From an optimization exercise on the open Yosys and OpenROAD flow, aimed at small area; shortcuts taken in it are not production practice. The RTL was checked by simulation tests, not by an equivalence proof against the original design. Power and IR drop assume default switching activity.

File: flow/design.v
`timescale 1ns / 1ps
module ALU_top(
    input clk,
    input [31:0] a,
    input [31:0] b,
    input [3:0] f,
    output reg [31:0] y,
    output reg [3:0] zero
    );
    reg  [31:0] a_r, b_r;
    reg  [3:0]  f_r;
    wire [31:0] y_c;
    wire [3:0]  zero_c;
    ALU u_alu(.a(a_r), .b(b_r), .f(f_r), .y(y_c), .zero(zero_c));
    always @(posedge clk) begin
        a_r  <= a;
        b_r  <= b;
        f_r  <= f;
        y    <= y_c;
        zero <= zero_c;
    end
endmodule

`timescale 1ns / 1ps
module ALU(
   input signed [31:0] a, b,
   input [3:0] f,
   output signed [31:0] y,
   output [3:0] zero
   );
   reg signed [31:0] result;
   always @ (*)
   case (f)
   0: result = a & b;
   1: result = a | b;
   2: result = a + b;
   3: result = a ^ b;
   4: result = a & ~b;
   5: result = a | ~b;
   6: result = a + ~b + 1;
   7: result = (a < b) ? 1 : 0;
   default: result = 0;
   endcase
   assign zero = (y == 0) ? 1 : 0;
   assign y = result;
endmodule
File: flow/run.sh
#!/bin/bash
# synth_recipe.tcl (not shown) runs the flow's synth.tcl, then flattens the netlist and writes it again
# the make line also repeats each setting of config.mk as NAME=value (left out here)
make -C /OpenROAD-flow-scripts/flow DESIGN_CONFIG=/design/flow/config.mk WORK_HOME=/design/flow/orfs CLKGATE_MAP_FILE= SYNTH_SCRIPT=/design/flow/synth_recipe.tcl finish
File: flow/config.mk
export PLATFORM = sky130hd
export DESIGN_NAME = ALU_top
export DESIGN_NICKNAME = ALU_top
export VERILOG_FILES = /design/flow/design.v
export SDC_FILE = /design/flow/constraint.sdc
export NUM_CORES = 4
export LEC_CHECK = 0
export CAP_MARGIN = 20
export CORE_MARGIN = 2
export CORE_UTILIZATION = 40
export SLEW_MARGIN = 20
File: flow/constraint.sdc
create_clock -name core_clock -period 4.5 [get_ports {clk}]
set_input_delay 0.9000 -clock core_clock [delete_from_list [all_inputs] [get_ports {clk}]]
set_output_delay 0.9000 -clock core_clock [all_outputs]
set_load 0.01 [all_outputs]
==> run summary <==
- Outcome: complete, no violations
- Peak supply drop: between 0.15 and 0.2 mV
- Die span in x: approximately 140 um
- Largest net degree at the start of global routing: 50
- Crit-path most repeated cell: nor4_2
- Post-synth cell types: 89
- Initial drt markers: just under 700
- Clock Skews: 0.0109 ns
- CTS HTree Levels: 3
- Worst-margin pin slew: approximately 0.79 ns
- Worst r2r dst: zero[0]$_DFF_P_
- Routed vias: between 7000 and 8000
- Skew-Pair Late Insertion Delay: 0.37 ns
- Number of buffers and inverters on the critical path: 1
- Final setup margin: between 0.5 and 0.6 ns
- Antenna viol nets, final: 0
- Crit path largest cell delay: roughly 0.51 ns
- Post-cts resize count: 0
- Final net count: between 1000 and 1500
- Clock Path Buffers: 2
- CTS Sinks: between 100 and 150
- Critical-path cell list: inv_1 > ha_1 > fa_1 > and2b_1 > o2111ai_1 > a211oi_2 > o21a_1 > xnor2_1 > o221ai_1 > nor4_2 > nand4b_1 > nor4b_2 > nand4_1 > nor4_2
- DP HPWL: about 19000 um
- Final period util: around 87%
- Fin util: between 40% and 50%
- Slew headroom: 47.4%
- RSZ-0062 raised after global routing: false
- Port Buffers: approximately 100
- Critical Path Sink Type: register
- Yosys warns: 2
- Fillers: between 1500 and 2000
- Mapped Cells: 937
- Sequential share of the synthesized area: between 20% and 30%
- Top FF cell, synth: dfxtp_1
- WL per Instance: between 20 and 25 um
- Share of cells above drive strength 1: 6.80%
- Postcts setup bufs: 0
- Leakage Power: about 3.7 nW
- Area share of the largest cell type after synthesis: approximately 27%
- F_max: roughly 260 MHz
- Worst Reg-to-Reg Cells: 14
- Antenna diodes: 0
- Slowest stage cell, crit path: a211oi_2
- Post-route DRC: 0
- Most common cell after layout, fill and taps aside: clkdlybuf4s50_1
- Ys async rst share: 0%
- Crit path DAT: about 4.2 ns
- I/O pin count: roughly 110
- Crit path time final: between 3 and 4 ns
- Total stage count of the critical path: 14
- Largest delay contributor family on the critical path: simple AND/OR/NAND/NOR gates
- Yosys top cell by area: dfxtp_1
- Clock Tree Root: clkbuf_16
- CTS tree: yes
- CP Data Required Time: ~4.8 ns
- Drt total wl: 25200 um
- Area grow syn2layout: 19.5%
- Setup Viol. Count Final: 0
- Pwr dens: 300 nW/um^2
- Routability cong.: approximately 0.94
- Drt pass-1 iters: 7
- Final Hold Fails: 0
- FP Rows: 50
- Total Power: 2.70 mW
- GRT Util Overall: approximately a quarter
- GR Overflow Total: 0
- Worst Hold Class: reg -> reg
- Mean Syn Cell Area: roughly 8.0 sq um
- Clock transition at the registers of the reported paths: 0.08 ns
- Core area: approximately 19000 sq um
- Critical Path End: zero[0]$_DFF_P_
- Crit. Startpoint: a_r[0]$_DFF_P_
- TritonCTS buffer count: 9
- Global-route wire length before repair: 39600 um
- Setup_tns: 0 ns
- Initial antenna violation count: 0
- Commonest non-fill, non-tap cells in the layout: clkdlybuf4s50_1 (101), dfxtp_1 (99), a21oi_1 (86)
- Hold Buf Count CTS: 0
- Mapped Area: 7530 sq um
- Dpl ws: slightly below 0.7 ns
- Setup crit start kind: register
- Kind of critical path: reg -> reg
- Synth area leaders: dfxtp_1 (27%), ha_1 (10%), a21oi_1 (5.7%)
- Number of vias per cell: 6.03
- Max Slew Vio Count: 0
- Vias in the first global route: ~7200
- Maxcap violations: 0
- Die H: between 100 and 150 um
- #FFs+latches synth: around 100
- DIE AREA: ~20000 sq um
- R2R setup slack: 0.58 ns
- Crit-path max FO: 6
- Initial core utilization: slightly above 40%
- R2r startpoint: a_r[0]$_DFF_P_
- Post-synth EDFFs: 0
## stage by stage
| stage | hold WS (ns) | instances | instance area, sq um |
|---|---|---|---|
| 3_3_place_gp | 0.701 | 1232 | 8690 |
| 2_1_floorplan | 0.590 | 939 | 7530 |
| 5_1_grt | 0.731 | 1248 | 9000 |
| 4_1_cts | 0.696 | 1248 | 9000 |
| 6_report | 0.699 | 1248 | 9000 |
| 3_5_place_dp | 0.673 | 1232 | 8690 |
## report_power, final
part,switching (mW),internal (mW),total [mW]
Clock,0.388,0.407,0.795
Combinational,0.515,0.375,0.890
Sequential,0.0481,0.964,1.01
## cell usage after synthesis, drive strengths merged (5+ instances only)
cell	count
ha	63
xor2	28
mux2i	8
a221oi	6
o21bai	9
a31oi	15
clkbuf	25
o22ai	6
o221ai	9
o2111ai	6
nand4	11
nand3	19
or4	5
xnor2	12
buf	32
nor2	70
dfxtp	101
o31a	6
or3	7
nor2b	12
o21ai	47
nand2	85
nand2b	13
a211oi	9
o31ai	13
o211ai	15
maj3	23
nor4	13
a21o	13
nor3	19
and3	7
a21oi	89
inv	61
o21a	11
## metal layers
layer / part of all wire [%] / wire length (um) / up-vias / track usage, %
li1: - / - / 3546 / -
met1: 44 / 11100 / 3549 / 33.2
met2: 45 / 11400 / 355 / 40.4
met3: 7.5 / 1900 / 75 / 5.60
met4: 3.5 / 877 / 0 / 11.3
met5: 0 / 0 / - / 0
## cell type report
class                   instances  area, sq um  area share (%)
repair buffers                116         1140            12.6
well taps                     234          293            3.25
clock inverters                 6         68.8           0.765
multi-input cells             719         5000            55.6
inverters                      62          233            2.59
clock buffers                  10          239            2.66
flip-flops and latches        101         2020            22.5
## state kept, by name, summed over array words and instances (netlist names)
register  count
a_r          32
b_r          32
f_r           4
y            32
zero          1
## how the worst min path moves through the flow
stage | from | endpoint | slack [ns] | cells past startpoint
6_report | a_r[3]$_DFF_P_ | y[3]$_DFF_P_ | 0.70 | 2
5_1_grt | a_r[3]$_DFF_P_ | y[3]$_DFF_P_ | 0.73 | 2
4_1_cts | a_r[3]$_DFF_P_ | y[3]$_DFF_P_ | 0.70 | 2
3_5_place_dp | a_r[3]$_DFF_P_ | y[3]$_DFF_P_ | 0.67 | 2
3_3_place_gp | a_r[3]$_DFF_P_ | y[3]$_DFF_P_ | 0.70 | 2
2_1_floorplan | a_r[4]$_DFF_P_ | y[4]$_DFF_P_ | 0.59 | 2
## cells by family (layout without fill, tap and decap cells)
logic type                 Yosys count  count (layout)  synth area share, %
AOI/OAI and AO/OA                  303             303                 28.3
xor gates and xnor gates            40              40                 4.66
adders and majority gates           88              88                 14.1
buffers and inverters              119             194                 6.80
DFF                                101             101                 26.9
muxes                                8               8                 1.06
other                                1               3               0.0498
and+or+nand+nor                    277             277                 18.2
## worst register-to-register path, cell delays in order (launching register included)
cell	delay (ns)
dfxtp_1	0.34
inv_1	0.07
ha_1	0.23
fa_1	0.38
and2b_1	0.26
o2111ai_1	0.27
a211oi_2	0.51
o21a_1	0.29
xnor2_1	0.14
o221ai_1	0.23
nor4_2	0.19
nand4b_1	0.14
nor4b_2	0.42
nand4_1	0.19
nor4_2	0.15

==> re-timing with driven ports <==
In the flow no input, the clock included, has a driving cell. The finished layout below was timed again as built, in two steps. Step 1: set_driving_cell puts a clkbuf_16 on clk and a buf_2 on each other input, an assumption about the parent block. Step 2 moves the port delays by t, midway between the first and last clock arrival at a register: inputs arrive t later, outputs are due t later. That takes back most of the time a late clock gives input paths. Three values: ideal, step 1, step 2; two values: the first two.
t (ns): 0.409
setup slack, ns: 0.584 / 0.584 / 0.584
latest minus earliest clock arrival (ns): 0.011 / 0.011
slew at the worst register clock pin (ns): 0.08 / 0.08
pins driven straight from the clock port: 1
After both steps setup and hold are still met in this run. For this run, drivers alone change the setup slack by 0.000 ns; drivers and shift together by 0.000 ns.
